Source: an optimization exercise on an open RTL-to-GDS flow (aim: small area). Production flows keep margins and buffers that such runs may drop.
In this exercise RTL edits were held to simulation tests only and were not proved equivalent to the original.
Power and IR drop assume default switching activity.

$ cat design.v
module level_fsm (
  input wire          clk_i,
  input wire          reset_i,
  input wire          i2c_busy_i,
  input wire          i2c_rxak_i,
  input wire          i2c_arb_lost_i,
  input wire          i2c_write_done_i,
  input wire          i2c_data_out_valid_i,
  input wire  [4:0]   i2c_data_out_i,
  output wire         i2c_req_o,
  output wire         i2c_wr_phase_o,
  output wire         error_led_o,
  output reg  [8:0]   led_o
);
localparam [3:0]
  ENSURE_BUSY_1     = 4'd0,
  ASSIGN_WRITE_2    = 4'd1,
  ASSERT_WRITE_3    = 4'd2,
  WAIT_FOR_BUSY_4   = 4'd3,
  WAIT_FOR_DONE_5   = 4'd4,
  VERIFY_6          = 4'd5,
  ENSURE_BUSY_7     = 4'd6,
  ASSIGN_WRITE_8    = 4'd7,
  ASSERT_READ_9     = 4'd8,
  WAIT_FOR_BUSY_10  = 4'd9,
  WAIT_FOR_VALID_11 = 4'd10,
  VERIFY_12         = 4'd11,
  LED_OPERATION_13  = 4'd12,
  ERROR             = 4'd13;
reg [3:0] state;
assign i2c_req_o      = state == ASSERT_WRITE_3 || state == ASSERT_READ_9;
assign i2c_wr_phase_o = state == WAIT_FOR_BUSY_4 || state == WAIT_FOR_DONE_5;
assign error_led_o = state == ERROR;
reg  signed [4:0] led_c;
integer m;
always @(*)
  for (m = 0; m < 9; m = m + 1)
    led_o[m] = (led_c >= 6 - 2 * m) && (led_c <= 8 - 2 * m);
always @(posedge clk_i) begin
  if (reset_i) begin
    state <= ENSURE_BUSY_1;
    led_c <= 5'sd15;
  end
  else begin
    case (state)
      ENSURE_BUSY_1:     if (!i2c_busy_i) state <= ASSIGN_WRITE_2;
      ASSIGN_WRITE_2:    state <= ASSERT_WRITE_3;
      ASSERT_WRITE_3:    state <= WAIT_FOR_BUSY_4;
      WAIT_FOR_BUSY_4:   if (i2c_busy_i) state <= WAIT_FOR_DONE_5;
      WAIT_FOR_DONE_5:   if (i2c_write_done_i) state <= VERIFY_6;
      VERIFY_6:          state <= (!i2c_arb_lost_i && !i2c_rxak_i) ? ENSURE_BUSY_7 : ERROR;
      ENSURE_BUSY_7:     if (!i2c_busy_i) state <= ASSIGN_WRITE_8;
      ASSIGN_WRITE_8:    state <= ASSERT_READ_9;
      ASSERT_READ_9:     state <= WAIT_FOR_BUSY_10;
      WAIT_FOR_BUSY_10:  if (i2c_busy_i) state <= WAIT_FOR_VALID_11;
      WAIT_FOR_VALID_11: if (i2c_data_out_valid_i) state <= VERIFY_12;
      VERIFY_12:         state <= (!i2c_arb_lost_i && i2c_rxak_i) ? LED_OPERATION_13 : ERROR;
      LED_OPERATION_13:  begin
                           led_c <= i2c_data_out_i;
                           state <= ENSURE_BUSY_7;
                         end
      ERROR:             state <= ERROR;
      default:           state <= ENSURE_BUSY_1;
    endcase
  end
end
endmodule
module i2c_interface (
  input        clk,
  input        rst,
  input        mst_scl_in,
  input        mst_sda_in,
  output       mst_scl_out,
  output       mst_sda_out,
  output       mst_sda_oe,
  output       mst_scl_oe,
  output [4:0] mst_data_out,      
  output       i2c_busy,
  output       i2c_rxak,
  output       i2c_arb_lost,
  input        mst_req,           
  input        mst_wr_phase,      
  output       mst_write_done,
  output       mst_data_out_valid
);
  localparam [3:0]
    IDLE_ST           = 4'h0,
    START_GEN0_ST     = 4'h1,
    WRITE_CMDBYTE0_ST = 4'h2,
    WRITE_DAT0_ST     = 4'h3,
    START_GEN1_ST     = 4'h4,
    WRITE_CMDBYTE1_ST = 4'h5,
    RESTART_ST        = 4'h6,
    WRITE_DAT2_ST     = 4'h7,
    STOP_GEN_ST       = 4'h8,
    DONE_ST           = 4'h9;
  localparam [2:0] MB_00 = 3'b000, MB_D0 = 3'b001, MB_C0 = 3'b010, MB_F0 = 3'b101,
                   MB_E4 = 3'b110, MB_E8 = 3'b111;
  reg [2:0] mbcr_c;
  wire men = |mbcr_c;
  wire mb5 = mbcr_c[2];
  wire mb4 = mbcr_c[0] & ~mbcr_c[1];
  wire mb3 = mbcr_c == MB_E8;
  wire mb2 = mbcr_c == MB_E4;
  reg  [3:0] current_st;
  reg  [3:0] next_st;
  reg  [7:0] MIDR;
  reg  [1:0] mbcr_write0;
  reg        xfer_complete1, xfer_complete2;
  reg  [1:0] uc_wr_st, uc_rd_data0;
  wire       uc_wr_data, uc_wr_fall;
  reg  [4:0] data_out0;
  wire       write_p, read_p, wr_rd_p;
  wire       mcf, mbb, rxak;
  wire [4:0] MODR;
  wire       uc_rd_data = uc_rd_data0[1];
  wire       mbcr_wr = mbcr_write0[1];
  wire load_xfer = xfer_complete2;
  wire fall = xfer_complete1;
  wire i2c_read = ~mb4;
  assign i2c_rxak = rxak;
  assign i2c_busy = mbb;
  assign i2c_arb_lost = 1'b0;
  assign mst_scl_oe = ~mst_scl_out;
  assign mst_sda_oe = ~mst_sda_out;
  reg [3:0] req_d;
  always @(posedge clk)
    if (rst) req_d <= 4'b0000;
    else req_d <= {req_d[2:0], mst_req};
  assign wr_rd_p = req_d[3];
  assign write_p = wr_rd_p & mst_wr_phase;
  assign read_p = wr_rd_p & ~mst_wr_phase;
  i2c_core u_core (
    .clk(clk), .men(men), .msta_in(mb5), .mtx(mb4), .txak(mb3), .rsta(mb2),
    .mbcr_wr(mbcr_wr), .uc_rd_data(uc_rd_data), .uc_wr_data(uc_wr_data), .uc_wr_fall(uc_wr_fall),
    .MIDR(MIDR), .sda_in(mst_sda_in), .scl_in(mst_scl_in),
    .MODR(MODR), .sda_out(mst_sda_out), .scl_out(mst_scl_out),
    .mcf(mcf), .mbb(mbb), .rxak(rxak));
  always @(posedge clk)
    if (rst) current_st <= IDLE_ST;
    else     current_st <= next_st;
  always @(*) begin
    next_st = IDLE_ST;
    case (current_st)
      IDLE_ST:
        if (write_p) next_st = START_GEN0_ST;
        else if (read_p) next_st = START_GEN1_ST;
        else next_st = IDLE_ST;
      START_GEN0_ST:
        if (wr_rd_p) next_st = STOP_GEN_ST;
        else if (mcf) next_st = WRITE_CMDBYTE0_ST;
        else next_st = START_GEN0_ST;
      START_GEN1_ST:
        if (wr_rd_p) next_st = STOP_GEN_ST;
        else if (mcf) next_st = WRITE_CMDBYTE1_ST;
        else next_st = START_GEN1_ST;
      WRITE_CMDBYTE0_ST:
        if (wr_rd_p) next_st = STOP_GEN_ST;
        else if (mcf) next_st = WRITE_DAT0_ST;
        else next_st = WRITE_CMDBYTE0_ST;
      WRITE_CMDBYTE1_ST:
        if (wr_rd_p) next_st = STOP_GEN_ST;
        else if (mcf) next_st = RESTART_ST;
        else next_st = WRITE_CMDBYTE1_ST;
      WRITE_DAT0_ST:
        if (wr_rd_p || mcf) next_st = STOP_GEN_ST;
        else next_st = WRITE_DAT0_ST;
      RESTART_ST:
        if (mcf) next_st = WRITE_DAT2_ST;
        else next_st = RESTART_ST;
      WRITE_DAT2_ST:
        if (wr_rd_p || mcf) next_st = STOP_GEN_ST;
        else next_st = WRITE_DAT2_ST;
      STOP_GEN_ST:
        if (!mcf) next_st = DONE_ST;
        else next_st = STOP_GEN_ST;
      DONE_ST:
        if (!mbb) next_st = IDLE_ST;
        else next_st = DONE_ST;
      default: next_st = IDLE_ST;
    endcase
  end
  wire st_idle  = current_st == IDLE_ST;
  wire st_sg0   = current_st == START_GEN0_ST;
  wire st_sg1   = current_st == START_GEN1_ST;
  wire st_cmd0  = current_st == WRITE_CMDBYTE0_ST;
  wire st_cmd1  = current_st == WRITE_CMDBYTE1_ST;
  wire st_dat0  = current_st == WRITE_DAT0_ST;
  wire st_rest  = current_st == RESTART_ST;
  wire st_dat2  = current_st == WRITE_DAT2_ST;
  wire st_stop  = current_st == STOP_GEN_ST;
  assign mst_write_done = st_dat0 && mcf;
  assign mst_data_out_valid = i2c_read && st_stop && fall;
  localparam [2:0] MI_00 = 3'd0, MI_D0 = 3'd1, MI_D1 = 3'd2, MI_6B = 3'd3, MI_3D = 3'd4;
  reg [2:0] midr_c;
  always @(posedge clk)
    if (rst) midr_c <= MI_00;
    else if (wr_rd_p) midr_c <= MI_D0;
    else if (st_rest) midr_c <= MI_D1;
    else if (st_cmd0) midr_c <= MI_6B;
    else if (st_cmd1) midr_c <= MI_3D;
    else if (st_dat0) midr_c <= MI_00;
  always @(*)
    case (midr_c)
      MI_D0:   MIDR = 8'hD0;
      MI_D1:   MIDR = 8'hD1;
      MI_6B:   MIDR = 8'h6B;
      MI_3D:   MIDR = 8'h3D;
      default: MIDR = 8'h00;
    endcase
  always @(posedge clk)
    if (rst) mbcr_c <= MB_00;
    else if ((st_dat0 || st_cmd0) && wr_rd_p) mbcr_c <= MB_D0;
    else if ((st_cmd1 || st_dat2) && wr_rd_p) mbcr_c <= MB_C0;
    else if (st_sg0 || st_sg1)                mbcr_c <= MB_F0;
    else if (st_rest && !mcf)                 mbcr_c <= MB_E4;
    else if (st_rest)                         mbcr_c <= MB_E8;
    else if (st_dat2 && mcf)                  mbcr_c <= MB_C0;
    else if (st_dat0 && mcf)                  mbcr_c <= MB_D0;
  always @(posedge clk)
    if (rst) mbcr_write0 <= 2'b00;
    else if ((st_dat0 || st_cmd0 || st_cmd1 || st_dat2) && wr_rd_p) mbcr_write0 <= 2'b11;
    else if (st_idle && wr_rd_p) mbcr_write0 <= 2'b11;
    else if (st_cmd1 && mcf) mbcr_write0 <= 2'b11;
    else if ((st_dat2 || st_dat0) && mcf) mbcr_write0 <= 2'b11;
    else mbcr_write0 <= {mbcr_write0[0], 1'b0};
  always @(posedge clk)
    if (rst) begin
      xfer_complete1 <= 1'b0;
      xfer_complete2 <= 1'b0;
    end else begin
      xfer_complete1 <= mcf;
      xfer_complete2 <= xfer_complete1;
    end
  always @(posedge clk)
    if (rst) uc_wr_st <= 2'd0;
    else if ((st_cmd1 || st_sg0 || st_sg1) && !wr_rd_p && mcf) uc_wr_st <= 2'd1;
    else if (st_dat0 && load_xfer) uc_wr_st <= 2'd1;
    else if (uc_wr_st != 2'd0) uc_wr_st <= uc_wr_st + 2'd1;
  assign uc_wr_data = uc_wr_st == 2'd1 || uc_wr_st == 2'd2;
  assign uc_wr_fall = uc_wr_st == 2'd3;
  always @(posedge clk)
    if (rst) uc_rd_data0 <= 2'b00;
    else if (st_dat2 && load_xfer) uc_rd_data0 <= 2'b11;
    else uc_rd_data0 <= {uc_rd_data0[0], 1'b0};
  always @(posedge clk)
    if (rst) data_out0 <= 5'd0;
    else if (st_dat2 && mcf) data_out0 <= MODR;
  assign mst_data_out = data_out0;
endmodule
module i2c_core (
  input            clk,
  input            men,
  input            msta_in,
  input            mtx,
  input            txak,
  input            rsta,
  input            mbcr_wr,
  input            uc_rd_data,
  input            uc_wr_data,
  input            uc_wr_fall,
  input      [7:0] MIDR,
  input            sda_in,
  input            scl_in,
  output reg [4:0] MODR,
  output reg       sda_out,
  output reg       scl_out,
  output reg       mcf,
  output reg       mbb,
  output reg       rxak
);
  localparam integer T_HIGH = 30, T_LOW = 65, T_HD_START = 30, T_SU_START = 30,
                     T_HD_DATA = 15, T_SU_STOP = 30, T_BUF = 65;
  localparam [2:0] ST_SCL_IDLE = 3'd0, ST_SCL_START = 3'd1, ST_SCL_LOW_EDGE = 3'd2,
             ST_SCL_WAIT_uC = 3'd3, ST_SCL_LOW = 3'd4, ST_SCL_HIGH_EDGE = 3'd5,
             ST_SCL_HIGH = 3'd6, ST_SCL_STOP_WAIT = 3'd7;
  localparam [1:0] ST_SLV_SCL_IDLE = 2'd0, ST_SLV_SCL_HOLD_SDA = 2'd1,
             ST_SLV_SCL_WAIT_uC = 2'd2, ST_SLV_SCL_STOP_WAIT = 2'd3;
  localparam [3:0] ST_I2C_IDLE = 4'd0, ST_I2C_HEADER = 4'd1, ST_I2C_ACK_HEADER = 4'd2,
             ST_I2C_RCV_DATA = 4'd3, ST_I2C_ACK_DATA = 4'd4, ST_I2C_XMIT_DATA = 4'd5,
             ST_I2C_WAIT_ACK = 4'd6, ST_I2C_STOP = 4'd7, ST_I2C_NONE = 4'd8;
  localparam BYTE_CNT = 4'd7;
  localparam XFER_DONE = 4'd8;
  wire rst = ~men;
  reg  msta, mstaS0, mstaS1;
  reg  master;
  reg  genStart, genStart1, genStop;
  reg  detect_start_pulse;
  reg  mbcr_wr1, mbcr_wr2;
  reg  rep_start;
  reg  arb_lost;
  reg  [3:0] bitCount;
  reg  bitCountClr;
  reg  [6:0] mclkCount;
  reg  mclkCountClr;
  reg  [10:0] sclkCount;
  reg  sclkCountClr;
  reg  [2:0] mscl_state, mscl_next_state;
  reg  [1:0] sscl_state, sscl_next_state;
  reg  [3:0] i2c_state, i2c_next_state;
  wire i_idle = i2c_state == ST_I2C_IDLE;
  wire i_head = i2c_state == ST_I2C_HEADER;
  wire i_ackh = i2c_state == ST_I2C_ACK_HEADER;
  wire i_rcv  = i2c_state == ST_I2C_RCV_DATA;
  wire i_ackd = i2c_state == ST_I2C_ACK_DATA;
  wire i_xmit = i2c_state == ST_I2C_XMIT_DATA;
  wire i_wack = i2c_state == ST_I2C_WAIT_ACK;
  wire i_stop = i2c_state == ST_I2C_STOP;
  reg  sdaOutNext, sdaOutMaster;
  reg  sdaOutSlave, sdaOutSlaveNext;
  reg  sclOutNext, sclOutSlave;
  reg  sdaIn_0, sdaIn_1, sdaIn_int, sclIn_0, sclIn_1, sclIn_int;
  reg  [1:0] sda_spike_cnt, scl_spike_cnt;
  reg  sclIn_int_p1, sdaIn_int_p1, sda_next_p1;
  reg  [7:0] shiftReg;
  reg  wait_uc, wait_uc_next;
  wire sda_next;
  wire sda_clear_cnt = ~(sdaIn_1 ^ sda_next);
  wire sda_cnt_limit = sda_spike_cnt[1];
  assign sda_next = sda_cnt_limit ? sdaIn_1 : sda_next_p1;
  always @(posedge clk)
    if (rst) begin
      sdaIn_0 <= 1'b1; sdaIn_1 <= 1'b1;
      sda_spike_cnt <= 2'd0;
      sdaIn_int <= 1'b1; sda_next_p1 <= 1'b1;
    end else begin
      sdaIn_0 <= sda_in; sdaIn_1 <= sdaIn_0;
      sda_spike_cnt <= sda_clear_cnt ? 2'd0 : sda_spike_cnt + 2'd1;
      sdaIn_int <= sda_next_p1;
      sda_next_p1 <= sda_next;
    end
  wire scl_next;
  wire scl_clear_cnt = ~(sclIn_1 ^ scl_next);
  wire scl_cnt_limit = scl_spike_cnt[1];
  assign scl_next = scl_cnt_limit ? sclIn_1 : sclIn_int;
  always @(posedge clk)
    if (rst) begin
      sclIn_0 <= 1'b1; sclIn_1 <= 1'b1;
      scl_spike_cnt <= 2'd0;
      sclIn_int <= 1'b1;
    end else begin
      sclIn_0 <= scl_in; sclIn_1 <= sclIn_0;
      scl_spike_cnt <= scl_clear_cnt ? 2'd0 : scl_spike_cnt + 2'd1;
      sclIn_int <= scl_next;
    end
  always @(posedge clk)
    if (rst) begin
      sclIn_int_p1 <= 1'b1;
      sdaIn_int_p1 <= 1'b1;
    end else begin
      sclIn_int_p1 <= sclIn_int;
      sdaIn_int_p1 <= sdaIn_int;
    end
  wire sclPosedge = ~sclIn_int_p1 & sclIn_int;
  wire sclNegedge = sclIn_int_p1 & ~sclIn_int;
  wire sdaPosedge = ~sdaIn_int_p1 & sdaIn_int;
  wire sdaNegedge = sdaIn_int_p1 & ~sdaIn_int;
  wire sdaInData = sdaIn_int;
  reg  sdaIn_int_p2;
  always @(posedge clk)
    if (rst) sdaIn_int_p2 <= 1'b1;
    else sdaIn_int_p2 <= sdaIn_int_p1;
  wire detectStartS0 = sdaIn_int_p2 & ~sdaIn_int_p1 & sclIn_int_p1;
  wire detectStopS0 = ~sdaIn_int_p2 & sdaIn_int_p1 & sclIn_int_p1;
  always @(posedge clk)
    if (rst | arb_lost) msta <= 1'b0;
    else if (mbcr_wr1) msta <= msta_in;
  always @(posedge clk)
    if (rst) begin mstaS0 <= 1'b0; mstaS1 <= 1'b0; end
    else begin mstaS0 <= msta; mstaS1 <= mstaS0; end
  wire mstaPosedge = ~mstaS1 & mstaS0;
  wire mstaNegedge = mstaS1 & ~mstaS0;
  always @(posedge clk)
    if (rst) genStart <= 1'b0;
    else if (mstaPosedge) genStart <= 1'b1;
    else if (detectStartS0) genStart <= 1'b0;
  always @(posedge clk)
    if (rst) genStart1 <= 1'b0;
    else genStart1 <= genStart;
  always @(posedge clk)
    if (rst) genStop <= 1'b0;
    else if ((mstaNegedge || i_stop) && ~arb_lost) genStop <= 1'b1;
    else if (detectStopS0) genStop <= 1'b0;
  always @(posedge clk)
    if (rst) master <= 1'b0;
    else if (~mbb) master <= msta;
  always @(posedge clk)
    if (rst) mscl_state <= ST_SCL_IDLE;
    else mscl_state <= mscl_next_state;
  wire shiftOut = shiftReg[7];
  always @(posedge clk)
    if (rst) sdaOutMaster <= 1'b1;
    else if (i_head || i_xmit) sdaOutMaster <= shiftOut;
    else if (mclkCount >= T_HD_DATA && i_ackd) sdaOutMaster <= txak;
    else sdaOutMaster <= 1'b1;
  always @(posedge clk)
    if (rst) mclkCount <= 7'd0;
    else if (mclkCountClr) mclkCount <= 7'd0;
    else mclkCount <= mclkCount + 7'd1;
  always @(posedge clk)
    if (rst) sda_out <= 1'b1;
    else sda_out <= master ? sdaOutNext : sdaOutSlaveNext;
  always @(posedge clk)
    if (rst) scl_out <= 1'b1;
    else scl_out <= master ? sclOutNext : sclOutSlave;
  always @(*) begin
    mscl_next_state = ST_SCL_IDLE;
    mclkCountClr = 1'b1;
    sclOutNext = 1'b1;
    sdaOutNext = sda_out;
    case (mscl_state)
      ST_SCL_IDLE: begin
        sdaOutNext = 1'b1;
        if (master & ~mbb & genStart) mscl_next_state = ST_SCL_START;
        else mscl_next_state = ST_SCL_IDLE;
      end
      ST_SCL_START: begin
        mclkCountClr = 1'b0;
        sdaOutNext = 1'b0;
        if (mclkCount == (T_HD_START-1)) mscl_next_state = ST_SCL_LOW_EDGE;
        else mscl_next_state = ST_SCL_START;
      end
      ST_SCL_LOW_EDGE: begin
        sclOutNext = 1'b0;
        if (i_ackd || i_ackh || i_wack)
          mscl_next_state = ST_SCL_WAIT_uC;
        else
          mscl_next_state = ST_SCL_LOW;
      end
      ST_SCL_WAIT_uC: begin
        sclOutNext = 1'b0;
        if (genStop | uc_rd_data | uc_wr_data) mscl_next_state = ST_SCL_LOW;
        else mscl_next_state = ST_SCL_WAIT_uC;
      end
      ST_SCL_LOW: begin
        mclkCountClr = 1'b0;
        sclOutNext = 1'b0;
        if (mclkCount >= (T_HD_DATA-1)) begin
          if (genStop) sdaOutNext = 1'b0;
          else if (rep_start | arb_lost) sdaOutNext = 1'b1;
          else sdaOutNext = sdaOutMaster;
        end
        if (mclkCount == (T_LOW-1)) begin
          if ((bitCount == BYTE_CNT) && arb_lost) mscl_next_state = ST_SCL_IDLE;
          else mscl_next_state = ST_SCL_HIGH_EDGE;
        end
        else mscl_next_state = ST_SCL_LOW;
      end
      ST_SCL_HIGH_EDGE: begin
        if (sclIn_int) mscl_next_state = ST_SCL_HIGH;
        else mscl_next_state = ST_SCL_HIGH_EDGE;
      end
      ST_SCL_HIGH: begin
        mclkCountClr = 1'b0;
        if (genStop) begin
          if (mclkCount == (T_SU_STOP-1)) begin
            mclkCountClr = 1'b1;
            sdaOutNext = 1'b1;
            mscl_next_state = ST_SCL_STOP_WAIT;
          end
          else mscl_next_state = ST_SCL_HIGH;
        end
        else if (rep_start) begin
          if (mclkCount == (T_SU_START-1)) begin
            mclkCountClr = 1'b1;
            mscl_next_state = ST_SCL_START;
          end
          else mscl_next_state = ST_SCL_HIGH;
        end
        else if (mclkCount == (T_HIGH-1)) mscl_next_state = ST_SCL_LOW_EDGE;
        else mscl_next_state = ST_SCL_HIGH;
      end
      ST_SCL_STOP_WAIT: begin
        mclkCountClr = 1'b0;
        if (mclkCount == (T_BUF-1)) mscl_next_state = ST_SCL_IDLE;
        else mscl_next_state = ST_SCL_STOP_WAIT;
      end
    endcase
  end
  wire addrMatch = (hkmp == 3'd7);
  always @(posedge clk)
    if (rst) sscl_state <= ST_SLV_SCL_IDLE;
    else sscl_state <= sscl_next_state;
  always @(posedge clk)
    if (rst) sdaOutSlave <= 1'b1;
    else if (i_xmit) sdaOutSlave <= shiftOut;
    else if ((addrMatch && sclkCount >= T_HD_DATA && i_ackh) ||
             (sclkCount >= T_HD_DATA && i_ackd)) sdaOutSlave <= txak;
    else sdaOutSlave <= 1'b1;
  always @(posedge clk)
    if (rst) sclkCount <= 11'd0;
    else if (sclkCountClr) sclkCount <= 11'd0;
    else sclkCount <= sclkCount + 11'd1;
  always @(*) begin
    sscl_next_state = ST_SLV_SCL_IDLE;
    sclkCountClr = 1'b1;
    sclOutSlave = 1'b1;
    sdaOutSlaveNext = sda_out;
    wait_uc_next = wait_uc;
    case (sscl_state)
      ST_SLV_SCL_IDLE: begin
        sdaOutSlaveNext = sdaOutSlave;
        if (~master && ((i_ackh && addrMatch) || i_ackd) ||
            (i_wack && ~sdaInData))
          sclkCountClr = 1'b0;
        if (~master && sclNegedge && ((i_ackh && addrMatch && hbit) ||
            i_ackd || (i_wack && ~sdaInData))) begin
          sscl_next_state = ST_SLV_SCL_HOLD_SDA;
          sclkCountClr = 1'b1;
          wait_uc_next = 1'b1;
        end
        else if (~master && sclNegedge && (i_ackh && addrMatch && ~hbit)) begin
          sscl_next_state = ST_SLV_SCL_HOLD_SDA;
          sclkCountClr = 1'b1;
        end
        else sscl_next_state = ST_SLV_SCL_IDLE;
      end
      ST_SLV_SCL_WAIT_uC: begin
        sclOutSlave = 1'b0;
        wait_uc_next = 1'b0;
        if (uc_rd_data || i_idle) sscl_next_state = ST_SLV_SCL_IDLE;
        else if (uc_wr_data) sscl_next_state = ST_SLV_SCL_STOP_WAIT;
        else sscl_next_state = ST_SLV_SCL_WAIT_uC;
      end
      ST_SLV_SCL_HOLD_SDA: begin
        sclOutSlave = 1'b0;
        sclkCountClr = 1'b0;
        if (sclkCount == T_HD_DATA) begin
          sdaOutSlaveNext = 1'b1;
          if (wait_uc) sscl_next_state = ST_SLV_SCL_WAIT_uC;
          else sscl_next_state = ST_SLV_SCL_IDLE;
        end
        else sscl_next_state = ST_SLV_SCL_HOLD_SDA;
      end
      ST_SLV_SCL_STOP_WAIT: begin
        sclOutSlave = 1'b0;
        sclkCountClr = 1'b0;
        if (sclkCount == T_HD_DATA) sscl_next_state = ST_SLV_SCL_IDLE;
        else sscl_next_state = ST_SLV_SCL_STOP_WAIT;
      end
      default: sscl_next_state = ST_SLV_SCL_IDLE;
    endcase
  end
  always @(posedge clk)
    if (rst) wait_uc <= 1'b0;
    else wait_uc <= wait_uc_next;
  always @(posedge clk)
    if (rst | detectStopS0) i2c_state <= ST_I2C_IDLE;
    else i2c_state <= i2c_next_state;
  always @(posedge clk)
    if (rst) detect_start_pulse <= 1'b0;
    else if (sdaNegedge & sclIn_int) detect_start_pulse <= 1'b1;
    else if (sclPosedge) detect_start_pulse <= 1'b0;
  always @(posedge clk)
    if (rst) bitCount <= 4'd0;
    else if (bitCountClr & sclNegedge) bitCount <= 4'd0;
    else if (!detect_start_pulse & sclNegedge) bitCount <= bitCount + 4'd1;
  always @(*) begin
    i2c_next_state = ST_I2C_NONE;
    bitCountClr = 1'b1;
    case (i2c_state)
      ST_I2C_IDLE: begin
        if (sclNegedge && detect_start_pulse) i2c_next_state = ST_I2C_HEADER;
        else i2c_next_state = ST_I2C_IDLE;
      end
      ST_I2C_HEADER: begin
        bitCountClr = 1'b0;
        if (detectStopS0) i2c_next_state = ST_I2C_IDLE;
        else if (bitCount == BYTE_CNT && sclNegedge) i2c_next_state = ST_I2C_ACK_HEADER;
        else i2c_next_state = ST_I2C_HEADER;
      end
      ST_I2C_ACK_HEADER: begin
        if (arb_lost | detectStopS0) i2c_next_state = ST_I2C_IDLE;
        else if (~sdaInData && sclNegedge) begin
          if (master) begin
            if (mtx) i2c_next_state = ST_I2C_XMIT_DATA;
            else i2c_next_state = ST_I2C_RCV_DATA;
          end
          else if (addrMatch) begin
            if (hbit) i2c_next_state = ST_I2C_XMIT_DATA;
            else i2c_next_state = ST_I2C_RCV_DATA;
          end
          else i2c_next_state = ST_I2C_IDLE;
        end
        else if (sdaInData && sclNegedge) begin
          if (master) i2c_next_state = ST_I2C_STOP;
          else i2c_next_state = ST_I2C_IDLE;
        end
        else i2c_next_state = ST_I2C_ACK_HEADER;
      end
      ST_I2C_RCV_DATA: begin
        if ((rep_start && master) || detectStartS0) bitCountClr = 1'b1;
        else bitCountClr = 1'b0;
        if (detectStopS0) i2c_next_state = ST_I2C_IDLE;
        else if ((rep_start && master && sclNegedge) || detectStartS0) i2c_next_state = ST_I2C_HEADER;
        else if (bitCount == BYTE_CNT && sclNegedge) i2c_next_state = ST_I2C_ACK_DATA;
        else i2c_next_state = ST_I2C_RCV_DATA;
      end
      ST_I2C_ACK_DATA: begin
        if (detectStopS0) i2c_next_state = ST_I2C_IDLE;
        else if (sclNegedge) i2c_next_state = ST_I2C_RCV_DATA;
        else i2c_next_state = ST_I2C_ACK_DATA;
      end
      ST_I2C_XMIT_DATA: begin
        if ((rep_start && master) || detectStartS0) bitCountClr = 1'b1;
        else bitCountClr = 1'b0;
        if (detectStopS0) i2c_next_state = ST_I2C_IDLE;
        else if ((rep_start && master && sclNegedge) || detectStartS0) i2c_next_state = ST_I2C_HEADER;
        else if (bitCount == BYTE_CNT && sclNegedge) i2c_next_state = ST_I2C_WAIT_ACK;
        else i2c_next_state = ST_I2C_XMIT_DATA;
      end
      ST_I2C_WAIT_ACK: begin
        if (arb_lost | detectStopS0) i2c_next_state = ST_I2C_IDLE;
        else if (~sdaInData && sclNegedge) i2c_next_state = ST_I2C_XMIT_DATA;
        else if (sdaInData && sclNegedge) begin
          if (master) i2c_next_state = ST_I2C_STOP;
          else i2c_next_state = ST_I2C_IDLE;
        end
        else i2c_next_state = ST_I2C_WAIT_ACK;
      end
      ST_I2C_STOP: begin
        if (sclNegedge) i2c_next_state = ST_I2C_IDLE;
      end
      default: ;
    endcase
  end
  reg [2:0] hkmp;
  reg       hbit;
  reg [2:0] hkmp_next;
  always @(*)
    case (hkmp)
      3'd0: hkmp_next = hbit ? 3'd1 : 3'd0;
      3'd1: hkmp_next = hbit ? 3'd2 : 3'd0;
      3'd2: hkmp_next = hbit ? 3'd2 : 3'd3;
      3'd3: hkmp_next = hbit ? 3'd4 : 3'd0;
      3'd4: hkmp_next = hbit ? 3'd2 : 3'd5;
      3'd5: hkmp_next = hbit ? 3'd1 : 3'd6;
      3'd6: hkmp_next = hbit ? 3'd1 : 3'd7;
      default: hkmp_next = hbit ? 3'd1 : 3'd0;
    endcase
  always @(posedge clk)
    if (rst) begin
      hkmp <= 3'd0;
      hbit <= 1'b0;
    end else if (i_head & sclNegedge) begin
      hkmp <= hkmp_next;
      hbit <= sdaInData;
    end
  wire shiftRegEn = ((i_head && master) || i_rcv ||
                     i_xmit) && !rep_start;
  always @(posedge clk)
    if (rst) shiftReg <= 8'd0;
    else if ((~genStart1 && genStart) | uc_wr_fall) shiftReg <= MIDR;
    else if (shiftRegEn & sclNegedge) shiftReg <= {shiftReg[6:0], sdaInData};
  wire pos_over = ~shiftReg[7] & (shiftReg[6:3] != 4'b0000);
  wire neg_over = shiftReg[7] & (shiftReg[6:3] != 4'b1111);
  wire [4:0] shiftCode = pos_over ? 5'b00111 : neg_over ? 5'b10111 : shiftReg[4:0];
  always @(posedge clk)
    if (rst) MODR <= 5'd0;
    else if (i_ackd || i_wack) MODR <= shiftCode;
  always @(posedge clk)
    if (rst || (mscl_state == ST_SCL_IDLE)) arb_lost <= 1'b0;
    else if (master && ~arb_lost && sclPosedge &&
             (i_idle || i_head ||
              i_xmit || i_ackd))
      arb_lost <= (sda_out != sdaIn_int);
  always @(posedge clk)
    if (rst) mcf <= 1'b0;
    else mcf <= (bitCount == XFER_DONE) && sclNegedge;
  always @(posedge clk)
    if (rst) begin mbcr_wr1 <= 1'b0; mbcr_wr2 <= 1'b0; end
    else begin mbcr_wr1 <= mbcr_wr; mbcr_wr2 <= ~mbcr_wr && mbcr_wr1; end
  always @(posedge clk)
    if (rst | (i_head && sclNegedge)) rep_start <= 1'b0;
    else if (mbcr_wr2 && rsta) rep_start <= 1'b1;
    else if (detectStopS0) rep_start <= 1'b0;
  always @(posedge clk)
    if (rst) mbb <= 1'b0;
    else if (detectStartS0) mbb <= 1'b1;
    else if (detectStopS0) mbb <= 1'b0;
  always @(posedge clk)
    if (rst) rxak <= 1'b1;
    else if ((i_ackh || i_ackd || i_wack) && sclNegedge)
      rxak <= sdaInData;
endmodule
module level (
  input wire          clk,
  input wire          reset_i,
  output wire         sda_oe,
  output wire         sda_o,
  input  wire         sda_i,
  output wire         scl_oe,
  output wire         scl_o,
  input  wire         scl_i,
  output wire         error_led_o,
  output wire [8:0]   led_o
);
  wire        i2c_busy;
  wire        i2c_rxak;
  wire        i2c_arb_lost;
  wire        i2c_write_done;
  wire        i2c_data_out_valid;
  wire [4:0]  i2c_data_out;
  wire        i2c_req;
  wire        i2c_wr_phase;
  level_fsm level_inst (
    .clk_i (clk),
    .reset_i (~reset_i),
    .i2c_busy_i (i2c_busy),
    .i2c_rxak_i (i2c_rxak),
    .i2c_arb_lost_i (i2c_arb_lost),
    .i2c_write_done_i (i2c_write_done),
    .i2c_data_out_valid_i (i2c_data_out_valid),
    .i2c_data_out_i (i2c_data_out),
    .i2c_req_o (i2c_req),
    .i2c_wr_phase_o (i2c_wr_phase),
    .error_led_o (error_led_o),
    .led_o (led_o)
  );
  i2c_interface u_i2c_interface (
    .clk (clk),
    .rst (~reset_i),
    .mst_scl_in (scl_i),
    .mst_sda_in (sda_i),
    .mst_scl_out (scl_o),
    .mst_sda_out (sda_o),
    .mst_sda_oe (sda_oe),
    .mst_scl_oe (scl_oe),
    .mst_data_out (i2c_data_out),
    .i2c_busy (i2c_busy),
    .i2c_rxak (i2c_rxak),
    .i2c_arb_lost (i2c_arb_lost),
    .mst_req (i2c_req),
    .mst_wr_phase (i2c_wr_phase),
    .mst_write_done (i2c_write_done),
    .mst_data_out_valid (i2c_data_out_valid)
  );
endmodule
$ cat flow/run.sh
#!/bin/bash
# Own layout flow: the standard ORFS flow (standard.sh), with
#  - synthesis mapping with an area-oriented ABC script (flow/abc_area.script:
#    fraig, dc2, dch and the &nf area-recovering mapper) in place of ORFS's
#    abc_area.script; the rest of the synthesis (registers included) is the
#    standard one,
#  - clock tree synthesis without dummy loads, with clkbuf_4 clusters,
#  - the port buffers made with buf_1.
# Each step's full output goes to a log file in this folder.
set -euo pipefail
W=$(pwd)
rm -rf "$W/scripts_abc"
cp -r "$FLOW_HOME/scripts" "$W/scripts_abc"
cp "$W/flow/abc_area.script" "$W/scripts_abc/abc_area.script"

bash standard.sh "SCRIPTS_DIR=$W/scripts_abc" synth > "$W/synth.log" 2>&1

CTS="-sink_clustering_enable -repair_clock_nets -dont_use_dummy_load"
CTS="$CTS -sink_clustering_size 25 -sink_clustering_max_diameter 60"
CTS="$CTS -buf_list sky130_fd_sc_hd__clkbuf_4"
bash standard.sh "CTS_ARGS=$CTS" "BUFFER_PORTS_ARGS=-buffer_cell sky130_fd_sc_hd__buf_1" finish > "$W/layout.log" 2>&1
$ cat flow/abc_area.script
strash
&get -n
&fraig -x
&put
dc2
strash
&get -n
&dch -f
&nf -R 1000
&put
$ cat standard.sh
#!/bin/bash
# synth_recipe.tcl (not shown) runs the flow's synth.tcl, then flattens the netlist and writes it again
# the make line also repeats each setting of config.mk as NAME=value (left out here)
make -C /OpenROAD-flow-scripts/flow DESIGN_CONFIG=/design/flow/config.mk WORK_HOME=/design/flow/orfs CLKGATE_MAP_FILE= SYNTH_SCRIPT=/design/flow/synth_recipe.tcl "${@:-finish}"
$ cat config.mk
export PLATFORM = sky130hd
export DESIGN_NAME = level
export DESIGN_NICKNAME = level
export VERILOG_FILES = /design/flow/design.v
export SDC_FILE = /design/flow/constraint.sdc
export NUM_CORES = 4
export LEC_CHECK = 0
export ABC_AREA = 1
export CAP_MARGIN = 20
export CORE_MARGIN = 2
export CORE_UTILIZATION = 40
export SLEW_MARGIN = 20
$ cat constraint.sdc
create_clock -name core_clock -period 20.0 [get_ports {clk}]
set_input_delay 4.0000 -clock core_clock [delete_from_list [all_inputs] [get_ports {clk}]]
set_output_delay 4.0000 -clock core_clock [all_outputs]
set_load 0.01 [all_outputs]
==> results.cfg, run 1 <==
[timing]
clock_skew_ns = 0.03238
hold_viol = 0
fin_ws_ns = 14.34
setup_violations = 0
tightest_slew_ns = 0.9086
clock.fmax_mhz = 176.6
fin_crit_ns = 5.663
rsz0062_at_grt = false
slew_violations = 0
relSlewSlack_pct = 39.30
min_period_over_period_pct = 28.31
finalSetupTns_ns = 0

[synthesis]
synth_cell_type_count = 48
synth_nets = 691
synth_top_flop_cell = dfxtp_1
synth_edf_count = 0
synth_area_sq_mm = 0.005415
yosysWarnings = 3
async_flop_share_pct = 0
synth_cells = 678
syn_avg_cell_area_sq_um = 7.987
synthTopCellsByCount = dfxtp_1 (118), nor2_1 (118), a21oi_1 (56), nand2_1 (56), o21ai_0 (50)
yosysTopAreaCell = dfxtp_1
yosys-top-cells-area = dfxtp_1 (44%), nor2_1 (8.2%), a21oi_1 (5.2%), o21ai_0 (4.6%), nand2_1 (3.9%)
seq_area_frac_synth_pct = 43.62
ys_ff_latch = 118
netlist.area_leader.share_pct = 43.62

[floorplan]
die_area_sq_mm = 0.01448
coreArea_sq_mm = 0.01324
io_pins = 18
die_w_um = 120.4
die_h_um = 120.4
initial_core_util_pct = 40.89
rows = 42

[worst_setup_path]
rr_endpoint = u_i2c_interface.u_core.sclkCount[6]
required_ns = 16.00
critPathMaxFanout = 9
worst-setup-path-type = reg -> out
reg2reg_from = u_i2c_interface.u_core.i2c_state[2]
slowest_delay_ns = 0.41
r2r_cells = 6
start_kind = flop
r2r_setup_slack_ns = 17.32
crit_chain = or3_1 -> o31ai_1 -> buf_1
critPathSlowestCell = or3_1
endpoint_kind = output pin
arrival_ns = 1.66

[min_path]
hold_path_class = reg -> reg
hold_path_depth = 1
worstHoldStart = u_i2c_interface.u_core.sclIn_0
hold_path_end = u_i2c_interface.u_core.sclIn_1

[global_route]
antenna_found_initial = 0
grt_use_total_pct = 18.54
grt_pass1_wl_um = 21800
grt_max_degree = 26
overflow = 0
grt_pass1_vias = 4660

[clocking]
hold_buffers = 0
cts_setup_buffers = 0
cts_tree = done
cts.clk_slew.worst_paths_ns = 0.10
cts.repair.resized = 0
insertion_delay_ns = 0.51
htreeDepth = 4
cts.path.max_buffers = 2
cts_sinks = 118
cts_made_buffers = 17
cts_root_buffer = clkbuf_4

[pwr]
leakagePower_uw = 0.001986
power.density_mw_per_mm2 = 69.25
power.ir.vdd_worst_mv = 0.04145

[placed_design]
dpl_worst_slack_ns = 14.69
portBuffers = 17
place_area_sq_mm = 0.005734
gp_congestion = 0.8932
dp_hpwl_um = 8987

[route]
drt-wirelength-per-cell_um = 14.36
via_count = 5023
drtIter0Drc = 559
first_pass_iters = 5
ant_nets = 0
routed_wl_um = 12810
drc = 0
vias_per_cell = 5.631

[finish]
syn_to_final_growth_pct = 8.249
antenna-diode-count = 0
drive_gt1_share_pct = 3.073
final_net_count = 731
post-route-cell-area_sq_mm = 0.005862

[flow_run]
max-cap-violations = 0

[run_status]
status = timing/DRC/antenna clean
==> cells in the final DEF, fill, tap and decap left out, drive strengths merged, types with 6 or more instances in the layout <==
| master | Yosys | final |
|---|---|---|
| nor2 | 118 | 118 |
| dfxtp | 118 | 118 |
| a21oi | 56 | 56 |
| nand2 | 56 | 56 |
| o21ai | 50 | 50 |
| nor3 | 35 | 35 |
| nand3 | 30 | 30 |
| clkinv | 22 | 22 |
| buf | 0 | 21 |
| nand2b | 20 | 20 |
| a31oi | 17 | 17 |
| clkbuf | 0 | 17 |
| nor2b | 14 | 14 |
| and3 | 9 | 9 |
| ha | 9 | 9 |
| nand3b | 8 | 8 |
| xor2 | 8 | 8 |
| or3 | 7 | 7 |
| nand4 | 7 | 7 |
| and2 | 7 | 7 |
| xnor2 | 7 | 7 |
| nor3b | 6 | 6 |
| a21o | 6 | 6 |
==> worst max-delay path: cells and delay by family, from the launching register on <==
family / cells / cell delay [ns]
flops: 1 / 0.38
compound gates: 1 / 0.21
buf+inv: 1 / 0.18
simple gates: 1 / 0.41
==> cell families after synthesis <==
kind of cell / count (synthesis) / share of synthesized area, %
AO/OA/AOI/OAI: 175 / 19.57
XOR/XNOR: 15 / 2.426
adder cells (fa/ha/maj): 9 / 2.080
buffers and inverters: 22 / 1.525
flip-flops: 118 / 43.62
multiplexers: 4 / 0.7625
AND/OR/NAND/NOR: 335 / 30.01
==> state kept, by name (all words and copies together) (netlist names), 3 cells and up <==
| signal | count |
|---|---|
| u_i2c_interface.u_core.mscl_state | 3 |
| u_i2c_interface.u_core.hkmp | 3 |
| u_i2c_interface.u_core.shiftReg | 8 |
| u_i2c_interface.midr_c | 3 |
| u_i2c_interface.u_core.i2c_state | 4 |
| u_i2c_interface.u_core.bitCount | 4 |
| u_i2c_interface.current_st | 4 |
| level_inst.led_c | 5 |
| u_i2c_interface.req_d | 4 |
| u_i2c_interface.u_core.MODR | 5 |
| u_i2c_interface.mbcr_c | 3 |
| u_i2c_interface.u_core.mclkCount | 7 |
| u_i2c_interface.u_core.sclkCount | 11 |
| level_inst.state | 4 |
| u_i2c_interface.data_out0 | 5 |
==> stage by stage <==
step                std cells  power [uW]  hold slack, ns  utilization (%)
detailed placement        875       297.4          0.4056            43.30
CTS                       892       409.8          0.4352            44.26
global placement          875       296.0          0.3888            43.30
global route              892       425.9          0.4530            44.26
floorplan                 678       284.5          0.3830                -
finish                    892       405.9          0.4276            44.26
==> power breakdown <==
part	switching [uW]	total, uW	internal, uW
logic	27.1	44.3	17.2
clock network	74.3	113	38.8
registers	8.24	249	240
==> final cells by class <==
type | count | area [sq um]
clock buffers | 17 | 127.6
repair buffers | 21 | 93.84
multi-input cells | 538 | 2975
fillers | 1375 | 7381
well taps | 176 | 220.2
flip-flops and latches | 118 | 2362
inverters | 22 | 82.58
==> worst max-delay path by stage <==
stage	endpoint	slack, ns	depth (start not counted)	from
2_1_floorplan	led_o[4]	14.92	2	level_inst.led_c[2]
3_3_place_gp	u_i2c_interface.uc_wr_st[1]	14.77	4	reset_i
3_5_place_dp	u_i2c_interface.uc_wr_st[1]	14.69	4	reset_i
4_1_cts	led_o[4]	14.30	3	level_inst.led_c[2]
5_1_grt	error_led_o	14.19	4	level_inst.state[0]
6_report	led_o[4]	14.34	3	level_inst.led_c[2]
==> routing by layer <==
layer | routed length, um | GRT usage [%] | up-vias
met5 | 0 | 0 | -
met2 | 5760 | 29.58 | 151
met1 | 6151 | 24.22 | 2322
met3 | 654 | 4.811 | 20
met4 | 239 | 6.759 | 0
li1 | - | - | 2530
==> run 2, diff against run 1 <==
==> flow/abc_area.script (replaced) <==
strash
&get -n
&fraig -x
&st
&dch -f
&nf -R 1000
&put
strash
&get -n
&dch -f
&nf -R 1000
&put
strash
&get -n
&dch -f
&nf -R 1000
&put
==> run 2 against run 1 <==
Clock-buffer cell count unchanged; register-to-register slack worse by 0.09 ns; sequential cell count unchanged; synthesized area down 2.0%; global-route usage up 0.22 points; via count down 2.4%; combinational power down 9.0%; synthesized cell count down 1.9%; still clean; core utilization down 0.30 points.
==> results.cfg, run 2 <==
[run_status]
status = timing/DRC/antenna clean

[floorplan]
io_pins = 18
die_h_um = 119.2
die_area_sq_mm = 0.01421
rows = 42
initial_core_util_pct = 40.57
die_w_um = 119.2
coreArea_sq_mm = 0.01309

[synthesis]
yosysWarnings = 3
synth_simple_gate_area_share_pct = 27.62
synthXorXnorAreaFrac_pct = 1.980
synth_top_flop_cell = dfxtp_1
muxShareOfSynthArea_pct = 0.3771
yosys-top-cells-area = dfxtp_1 (44%), a21oi_1 (7.4%), nor2_1 (6.6%), o21ai_0 (4.4%), nand2_1 (4.3%)
async_flop_share_pct = 0
yosysMostFrequentCell = dfxtp_1
synth-adder-area-share_pct = 2.121
ys_ff_latch = 118
synth_nets = 678
synth_cell_type_count = 50
seq_area_frac_synth_pct = 44.50
synthTopCellsByCount = dfxtp_1 (118), nor2_1 (93), a21oi_1 (78)
synth_top_family_by_area = simple AND/OR/NAND/NOR gates
yosysTopAreaCell = dfxtp_1
synth-compound-area-share_pct = 21.56
syn_avg_cell_area_sq_um = 7.983
synth_edf_count = 0
netlist.area_leader.share_pct = 44.50
synth_area_sq_mm = 0.005309
synth_cells = 665

[worst_setup_path]
start_kind = flop
required_ns = 16.00
worst-setup-path-type = reg -> out
critPathMaxFanout = 8
endpoint_kind = output pin
arrival_ns = 1.70

[placed_design]
portBuffers = 17
dpl_worst_slack_ns = 14.81
gp_congestion = 0.8926
placedCellCount = 861
dp_hpwl_um = 9020

[global_route]
grt_max_degree = 34
grt_use_total_pct = 18.76
overflow = 0
antenna_found_initial = 0
grt_pass1_wl_um = 21410
grt_pass1_vias = 4539

[timing]
fin_ws_ns = 14.30
setup_violations = 0
finalSetupTns_ns = 0
relSlewSlack_pct = 40.92
clock_skew_ns = 0.03085
whs_ns = 0.4209
fin_crit_ns = 5.701
slew_violations = 0
tightest_slew_ns = 0.8824
rsz0062_at_grt = false
min_period_over_period_pct = 28.50
hold_viol = 0
clock.fmax_mhz = 175.4

[pwr]
power.density_mw_per_mm2 = 69.26
power.ir.vdd_worst_mv = 0.03241
leakagePower_uw = 0.001976

[clocking]
cts_sinks = 118
cts.clk_slew.worst_paths_ns = 0.09
htreeDepth = 4
hold_buffers = 0
cts.repair.resized = 0
cts_setup_buffers = 0
cts_root_buffer = clkbuf_4
cts.path.max_buffers = 2
insertion_delay_ns = 0.51
cts_made_buffers = 17
cts_tree = done

[route]
drc = 0
first_pass_iters = 5
drtIter0Drc = 436
via_count = 4904
routed_wl_um = 12750
ant_nets = 0
drt-wirelength-per-cell_um = 14.52
vias_per_cell = 5.585

[finish]
mostFrequentLayoutCell = dfxtp_1
antenna-diode-count = 0
largest_reg_flops = 11
reg_top3 = u_i2c_interface.u_core.sclkCount (11), u_i2c_interface.u_core.shiftReg (8), u_i2c_interface.u_core.mclkCount (7)
instances_no_fill = 878
regMostFlops = u_i2c_interface.u_core.sclkCount
drive_gt1_share_pct = 3.134
syn_to_final_growth_pct = 8.367
final_cell_mix = dfxtp_1 (118), nor2_1 (93), a21oi_1 (78)
n_fill_cell = 1368
final_net_count = 717

[min_path]
hold_path_class = reg -> reg

[flow_run]
max-cap-violations = 0
-- run 2: metal layers --
metal | vias up | global-route usage [%] | part of all wire (%)
met5 | - | 0 | 0
met2 | 126 | 30.24 | 47
met4 | 0 | 6.548 | 1.5
li1 | 2480 | - | -
met3 | 14 | 5.220 | 4.1
met1 | 2284 | 24.09 | 48
-- run 2: critical path, cell delays in order (launching register included) --
cell	delay, ns
dfxtp_1	0.37
or3_1	0.40
a211oi_1	0.25
buf_1	0.17
-- run 2: kinds of logic (layout without fill, tap and decap cells) --
group	Yosys count	after routing
and+or+nand+nor	304	304
AOI/OAI and AO/OA	194	194
DFF	118	118
buffers and inverters	26	63
xor gates and xnor gates	12	12
adders and majority gates	9	9
muxes	2	2
-- run 2: final timing paths --
| path | from | end | slack [ns] | cells past startpoint |
|---|---|---|---|---|
| worst min-delay path | u_i2c_interface.u_core.sdaIn_0 | u_i2c_interface.u_core.sdaIn_1 | 0.42 | 1 |
| worst min register to register | u_i2c_interface.u_core.sdaIn_0 | u_i2c_interface.u_core.sdaIn_1 | 0.42 | 1 |
| worst max register to register | u_i2c_interface.u_core.i2c_state[0] | u_i2c_interface.u_core.shiftReg[3] | 17.23 | 9 |
| worst max-delay path | level_inst.led_c[1] | led_o[8] | 14.30 | 3 |
-- run 2: layout make-up --
class | count | area [sq um] | share of cell area [%]
clock buffer | 17 | 127.6 | 2.218
inverter | 26 | 97.59 | 1.696
multi-input combinational | 521 | 2859 | 49.70
sequential | 118 | 2362 | 41.06
tap | 176 | 220.2 | 3.828
timing repair buffer | 20 | 86.33 | 1.501
-- run 2: stage by stage --
| step | total power, uW | area [sq um] | utilization (%) |
|---|---|---|---|
| 5_1_grt | 418.4 | 5753 | 43.97 |
| 3_3_place_gp | 290.1 | 5620 | 42.95 |
| 6_report | 398.5 | 5753 | 43.97 |
| 4_1_cts | 403.0 | 5748 | 43.93 |
| 2_1_floorplan | 280.3 | 5309 | - |
| 3_5_place_dp | 291.7 | 5620 | 42.95 |
-- run 2: report_power, final --
part	switching, uW	leakage [uW]	internal [uW]	total, uW
clock network	72.7	0.0000782	38.8	111
logic	25.0	0.000946	15.3	40.3
registers	6.61	0.000952	240	247
total	104	0.00198	294	398
==> run 3, diff against run 2 <==
--- a/design.v
+++ b/design.v
@@ -13,20 +13,20 @@
   output reg  [8:0]   led_o
 );
 localparam [3:0]
-  ENSURE_BUSY_1     = 4'd0,
-  ASSIGN_WRITE_2    = 4'd1,
-  ASSERT_WRITE_3    = 4'd2,
-  WAIT_FOR_BUSY_4   = 4'd3,
-  WAIT_FOR_DONE_5   = 4'd4,
-  VERIFY_6          = 4'd5,
-  ENSURE_BUSY_7     = 4'd6,
-  ASSIGN_WRITE_8    = 4'd7,
-  ASSERT_READ_9     = 4'd8,
-  WAIT_FOR_BUSY_10  = 4'd9,
-  WAIT_FOR_VALID_11 = 4'd10,
-  VERIFY_12         = 4'd11,
-  LED_OPERATION_13  = 4'd12,
-  ERROR             = 4'd13;
+  ENSURE_BUSY_1     = 4'd1,
+  ASSIGN_WRITE_2    = 4'd11,
+  ASSERT_WRITE_3    = 4'd5,
+  WAIT_FOR_BUSY_4   = 4'd7,
+  WAIT_FOR_DONE_5   = 4'd0,
+  VERIFY_6          = 4'd2,
+  ENSURE_BUSY_7     = 4'd3,
+  ASSIGN_WRITE_8    = 4'd13,
+  ASSERT_READ_9     = 4'd4,
+  WAIT_FOR_BUSY_10  = 4'd6,
+  WAIT_FOR_VALID_11 = 4'd8,
+  VERIFY_12         = 4'd14,
+  LED_OPERATION_13  = 4'd15,
+  ERROR             = 4'd12;
 reg [3:0] state;
 assign i2c_req_o      = state == ASSERT_WRITE_3 || state == ASSERT_READ_9;
 assign i2c_wr_phase_o = state == WAIT_FOR_BUSY_4 || state == WAIT_FOR_DONE_5;
@@ -191,7 +191,7 @@
   wire st_stop  = current_st == STOP_GEN_ST;
   assign mst_write_done = st_dat0 && mcf;
   assign mst_data_out_valid = i2c_read && st_stop && fall;
-  localparam [2:0] MI_00 = 3'd0, MI_D0 = 3'd1, MI_D1 = 3'd2, MI_6B = 3'd3, MI_3D = 3'd4;
+  localparam [2:0] MI_00 = 3'd1, MI_D0 = 3'd0, MI_D1 = 3'd5, MI_6B = 3'd3, MI_3D = 3'd7;
   reg [2:0] midr_c;
   always @(posedge clk)
     if (rst) midr_c <= MI_00;
@@ -271,14 +271,14 @@
 );
   localparam integer T_HIGH = 30, T_LOW = 65, T_HD_START = 30, T_SU_START = 30,
                      T_HD_DATA = 15, T_SU_STOP = 30, T_BUF = 65;
-  localparam [2:0] ST_SCL_IDLE = 3'd0, ST_SCL_START = 3'd1, ST_SCL_LOW_EDGE = 3'd2,
-             ST_SCL_WAIT_uC = 3'd3, ST_SCL_LOW = 3'd4, ST_SCL_HIGH_EDGE = 3'd5,
-             ST_SCL_HIGH = 3'd6, ST_SCL_STOP_WAIT = 3'd7;
+  localparam [2:0] ST_SCL_IDLE = 3'd6, ST_SCL_START = 3'd4, ST_SCL_LOW_EDGE = 3'd7,
+             ST_SCL_WAIT_uC = 3'd3, ST_SCL_LOW = 3'd0, ST_SCL_HIGH_EDGE = 3'd2,
+             ST_SCL_HIGH = 3'd5, ST_SCL_STOP_WAIT = 3'd1;
   localparam [1:0] ST_SLV_SCL_IDLE = 2'd0, ST_SLV_SCL_HOLD_SDA = 2'd1,
              ST_SLV_SCL_WAIT_uC = 2'd2, ST_SLV_SCL_STOP_WAIT = 2'd3;
-  localparam [3:0] ST_I2C_IDLE = 4'd0, ST_I2C_HEADER = 4'd1, ST_I2C_ACK_HEADER = 4'd2,
-             ST_I2C_RCV_DATA = 4'd3, ST_I2C_ACK_DATA = 4'd4, ST_I2C_XMIT_DATA = 4'd5,
-             ST_I2C_WAIT_ACK = 4'd6, ST_I2C_STOP = 4'd7, ST_I2C_NONE = 4'd8;
+  localparam [3:0] ST_I2C_IDLE = 4'd13, ST_I2C_HEADER = 4'd14, ST_I2C_ACK_HEADER = 4'd8,
+             ST_I2C_RCV_DATA = 4'd2, ST_I2C_ACK_DATA = 4'd15, ST_I2C_XMIT_DATA = 4'd12,
+             ST_I2C_WAIT_ACK = 4'd3, ST_I2C_STOP = 4'd9, ST_I2C_NONE = 4'd0;
   localparam BYTE_CNT = 4'd7;
   localparam XFER_DONE = 4'd8;
   wire rst = ~men;
@@ -310,37 +310,30 @@
   reg  sdaOutSlave, sdaOutSlaveNext;
   reg  sclOutNext, sclOutSlave;
   reg  sdaIn_0, sdaIn_1, sdaIn_int, sclIn_0, sclIn_1, sclIn_int;
-  reg  [1:0] sda_spike_cnt, scl_spike_cnt;
   reg  sclIn_int_p1, sdaIn_int_p1, sda_next_p1;
   reg  [7:0] shiftReg;
   reg  wait_uc, wait_uc_next;
-  wire sda_next;
-  wire sda_clear_cnt = ~(sdaIn_1 ^ sda_next);
-  wire sda_cnt_limit = sda_spike_cnt[1];
-  assign sda_next = sda_cnt_limit ? sdaIn_1 : sda_next_p1;
+  reg  sdaIn_2, sdaIn_3;
+  wire sda_cnt_limit = (sdaIn_2 ^ sda_next_p1) & (sdaIn_3 ^ sda_next_p1);
+  wire sda_next = sda_cnt_limit ? sdaIn_1 : sda_next_p1;
   always @(posedge clk)
     if (rst) begin
-      sdaIn_0 <= 1'b1; sdaIn_1 <= 1'b1;
-      sda_spike_cnt <= 2'd0;
+      sdaIn_0 <= 1'b1; sdaIn_1 <= 1'b1; sdaIn_2 <= 1'b1; sdaIn_3 <= 1'b1;
       sdaIn_int <= 1'b1; sda_next_p1 <= 1'b1;
     end else begin
-      sdaIn_0 <= sda_in; sdaIn_1 <= sdaIn_0;
-      sda_spike_cnt <= sda_clear_cnt ? 2'd0 : sda_spike_cnt + 2'd1;
+      sdaIn_0 <= sda_in; sdaIn_1 <= sdaIn_0; sdaIn_2 <= sdaIn_1; sdaIn_3 <= sdaIn_2;
       sdaIn_int <= sda_next_p1;
       sda_next_p1 <= sda_next;
     end
-  wire scl_next;
-  wire scl_clear_cnt = ~(sclIn_1 ^ scl_next);
-  wire scl_cnt_limit = scl_spike_cnt[1];
-  assign scl_next = scl_cnt_limit ? sclIn_1 : sclIn_int;
+  reg  sclIn_2, sclIn_3;
+  wire scl_cnt_limit = (sclIn_2 ^ sclIn_int) & (sclIn_3 ^ sclIn_int);
+  wire scl_next = scl_cnt_limit ? sclIn_1 : sclIn_int;
   always @(posedge clk)
     if (rst) begin
-      sclIn_0 <= 1'b1; sclIn_1 <= 1'b1;
-      scl_spike_cnt <= 2'd0;
+      sclIn_0 <= 1'b1; sclIn_1 <= 1'b1; sclIn_2 <= 1'b1; sclIn_3 <= 1'b1;
       sclIn_int <= 1'b1;
     end else begin
-      sclIn_0 <= scl_in; sclIn_1 <= sclIn_0;
-      scl_spike_cnt <= scl_clear_cnt ? 2'd0 : scl_spike_cnt + 2'd1;
+      sclIn_0 <= scl_in; sclIn_1 <= sclIn_0; sclIn_2 <= sclIn_1; sclIn_3 <= sclIn_2;
       sclIn_int <= scl_next;
     end
   always @(posedge clk)
--- a/flow/run.sh
+++ b/flow/run.sh
@@ -1,9 +1,9 @@
 #!/bin/bash
 # Own layout flow: the standard ORFS flow (standard.sh), with
 #  - synthesis mapping with an area-oriented ABC script (flow/abc_area.script:
-#    fraig, dc2, dch and the &nf area-recovering mapper) in place of ORFS's
-#    abc_area.script; the rest of the synthesis (registers included) is the
-#    standard one,
+#    fraig, then three rounds of dch and the &nf area-recovering mapper) in
+#    place of ORFS's abc_area.script; the rest of the synthesis (registers
+#    included) is the standard one,
 #  - clock tree synthesis without dummy loads, with clkbuf_4 clusters,
 #  - the port buffers made with buf_1.
 # Each step's full output goes to a log file in this folder.
==> run 3 against run 2 <==
Register-to-register slack improved by 0.31 ns; hold slack got worse by 0.012 ns; synthesized area barely moved; sequential power rose by 2%; critical endpoint unchanged; largest cell class unchanged; highest routed layer unchanged.
==> results.cfg, run 3 <==
[run_status]
status = timing/DRC/antenna clean

[placed_design]
placedCellCount = 861
gp_congestion = 0.8592
portBuffers = 17
dp_hpwl_um = 9119

[finish]
drive_gt1_share_pct = 3.134
instances_no_fill = 878
n_fill_cell = 1308
mostFrequentLayoutCell = dfxtp_1
largest_reg_flops = 11
final_cell_mix = dfxtp_1 (118), nor2_1 (95), a21oi_1 (67)
antenna-diode-count = 0
regMostFlops = u_i2c_interface.u_core.sclkCount
syn_to_final_growth_pct = 8.416
final_net_count = 717
reg_top3 = u_i2c_interface.u_core.sclkCount (11), u_i2c_interface.u_core.shiftReg (8), u_i2c_interface.u_core.mclkCount (7)

[timing]
clock_skew_ns = 0.03565
slew_violations = 0
relSlewSlack_pct = 38.07
finalSetupTns_ns = 0
min_period_over_period_pct = 28.46
hold_viol = 0
rsz0062_at_grt = false
setup_violations = 0
tightest_slew_ns = 0.9290
fin_crit_ns = 5.692
clock.fmax_mhz = 175.7

[synthesis]
synth_cells = 664
synth_area_sq_mm = 0.005308
syn_avg_cell_area_sq_um = 7.993
ys_ff_latch = 118
synth_cell_type_count = 46
yosysMostFrequentCell = dfxtp_1
synthTopCellsByCount = dfxtp_1 (118), nor2_1 (95), a21oi_1 (67)
yosysWarnings = 3
netlist.area_leader.share_pct = 44.51
seq_area_frac_synth_pct = 44.51
synth_nets = 677
yosysTopAreaCell = dfxtp_1
async_flop_share_pct = 0
synth_top_flop_cell = dfxtp_1
synth_edf_count = 0
yosys-top-cells-area = dfxtp_1 (45%), nor2_1 (6.7%), a21oi_1 (6.3%), o21ai_0 (4.9%), nor3_1 (4.6%)

[flow_run]
max-cap-violations = 0

[pwr]
power.ir.vdd_worst_mv = 0.03720
power.density_mw_per_mm2 = 71.57
leakagePower_uw = 0.001964

[clocking]
cts.repair.resized = 0
insertion_delay_ns = 0.52
cts_made_buffers = 17
cts_tree = done
hold_buffers = 0
cts_root_buffer = clkbuf_4
cts.path.max_buffers = 2
cts_setup_buffers = 0
cts.clk_slew.worst_paths_ns = 0.08
htreeDepth = 4
cts_sinks = 118

[floorplan]
die_h_um = 119.2
die_area_sq_mm = 0.01421
initial_core_util_pct = 40.56
rows = 42
io_pins = 18
coreArea_sq_mm = 0.01309
die_w_um = 119.2

[route]
vias_per_cell = 5.606
drc = 0
drt-wirelength-per-cell_um = 14.55
dr_wl_met3_um = 576
drtIter0Drc = 512
first_pass_iters = 5
ant_nets = 0
met1Wirelength_um = 6039
dr_wl_met2_um = 5892
top_layer_used = met4
via_count = 4922
routed_wl_um = 12780

[worst_setup_path]
critPathSlowestCell = or3_1
required_ns = 16.00
reg2reg_from = u_i2c_interface.u_core.sclIn_int
crit_chain = or3_1 -> a211oi_1 -> buf_1
endpoint_kind = output pin
r2r_cells = 7
rr_endpoint = u_i2c_interface.u_core.i2c_state[3]
start_kind = flop
worst-setup-path-type = reg -> out
critPathMaxFanout = 8
arrival_ns = 1.69
r2r_setup_slack_ns = 17.54
slowest_delay_ns = 0.40

[global_route]
antenna_found_initial = 0
grt_use_total_pct = 18.76
grt_pass1_vias = 4577
overflow = 0
grt_pass1_wl_um = 21440
grt_max_degree = 27

[min_path]
hold_path_depth = 1
worstHoldStart = u_i2c_interface.u_core.sdaIn_0
hold_path_end = u_i2c_interface.u_core.sdaIn_1
hold_path_class = reg -> reg
run 3: layout make-up:
class | instances | area [sq um] | area share, %
Sequential cell | 118 | 2362 | 41.05
Clock buffer | 17 | 127.6 | 2.218
Timing Repair Buffer | 21 | 93.84 | 1.631
Inverter | 23 | 86.33 | 1.500
Tap cell | 176 | 220.2 | 3.827
Multi-Input combinational cell | 523 | 2864 | 49.77
run 3: worst max path at each step:
stage               cells past startpoint                     endpoint                start
floorplan                               2                     led_o[0]  level_inst.led_c[1]
global placement                        3  u_i2c_interface.uc_wr_st[1]              reset_i
detailed placement                      3  u_i2c_interface.uc_wr_st[1]              reset_i
CTS                                     3                     led_o[8]  level_inst.led_c[1]
global route                            3                     led_o[8]  level_inst.led_c[1]
finish                                  3                     led_o[8]  level_inst.led_c[1]
run 3: kinds of logic (layout without fill, tap and decap cells):
kind of cell / after synthesis / count (layout) / synth area share (%)
compound gates: 183 / 183 / 20.37
xor+xnor: 9 / 9 / 1.485
fa+ha+maj: 9 / 9 / 2.122
buf+inv: 23 / 61 / 1.627
flops: 118 / 118 / 44.51
mux: 3 / 3 / 0.5658
simple gates: 319 / 319 / 29.33
run 3: routing by layer:
metal / vias up / GRT usage (%)
met5: - / 0
met4: 0 / 6.920
met3: 28 / 5.651
met2: 137 / 30.85
met1: 2258 / 23.16
li1: 2499 / -
run 3: through the flow:
step	cell area, sq um	hold WS [ns]	total power (uW)	setup WS [ns]	utilization [%]
finish	5754	0.4085	411.8	14.31	43.98
global route	5754	0.4371	433.9	14.17	43.98
CTS	5754	0.4106	416.0	14.26	43.98
detailed placement	5627	0.3962	304.6	14.08	43.00
global placement	5627	0.3894	301.4	14.25	43.00
floorplan	5308	0.3830	289.5	14.90	-
run 3: worst max-delay path: cells and delay by family (launching register included):
family,cells,cell delay [ns]
AO/OA/AOI/OAI,1,0.25
buffers and inverters,1,0.18
flip-flops,1,0.37
AND/OR/NAND/NOR,1,0.40
run 3: where the power goes:
part           switching, uW  internal, uW
clock network           73.2          38.7
logic                   28.7          18.3
registers               11.6           241

## what the ideal ports hide
The results above use ideal ports. As a check the final layouts listed here were re-extracted and re-timed, cells and wires unchanged. Step 1 sets driving cells, clkbuf_16 on the clock port and buf_2 on the other inputs (assumed; they add their load-dependent delay and slew). Step 2, shift: input delay + t, output delay - t, t = (earliest + latest rising clock arrival at the registers) / 2. This alone moves slack from input paths to output paths. a / b / c = ideal ports / drivers / drivers and shift; a / b = the first two.
run | shift t [ns] | setup slack, ns | worst setup path after step 2 | slew at the worst register clock pin (ns) | worst data-port slew with drivers (ns)
run 1 | 0.529 | 14.337 / 14.303 / 14.650 | input to register | 0.11 / 0.11 | 0.03
run 2 | 0.524 | 14.299 / 14.267 / 14.792 | register to output | 0.10 / 0.10 | 0.03
run 3 | 0.536 | 14.308 / 14.274 / 14.140 | input to register | 0.10 / 0.10 | 0.03
After both steps every run listed still meets setup and hold. The setup slack of run 3, which loses most, moves by -0.034 ns with the drivers and by -0.168 ns with both steps.
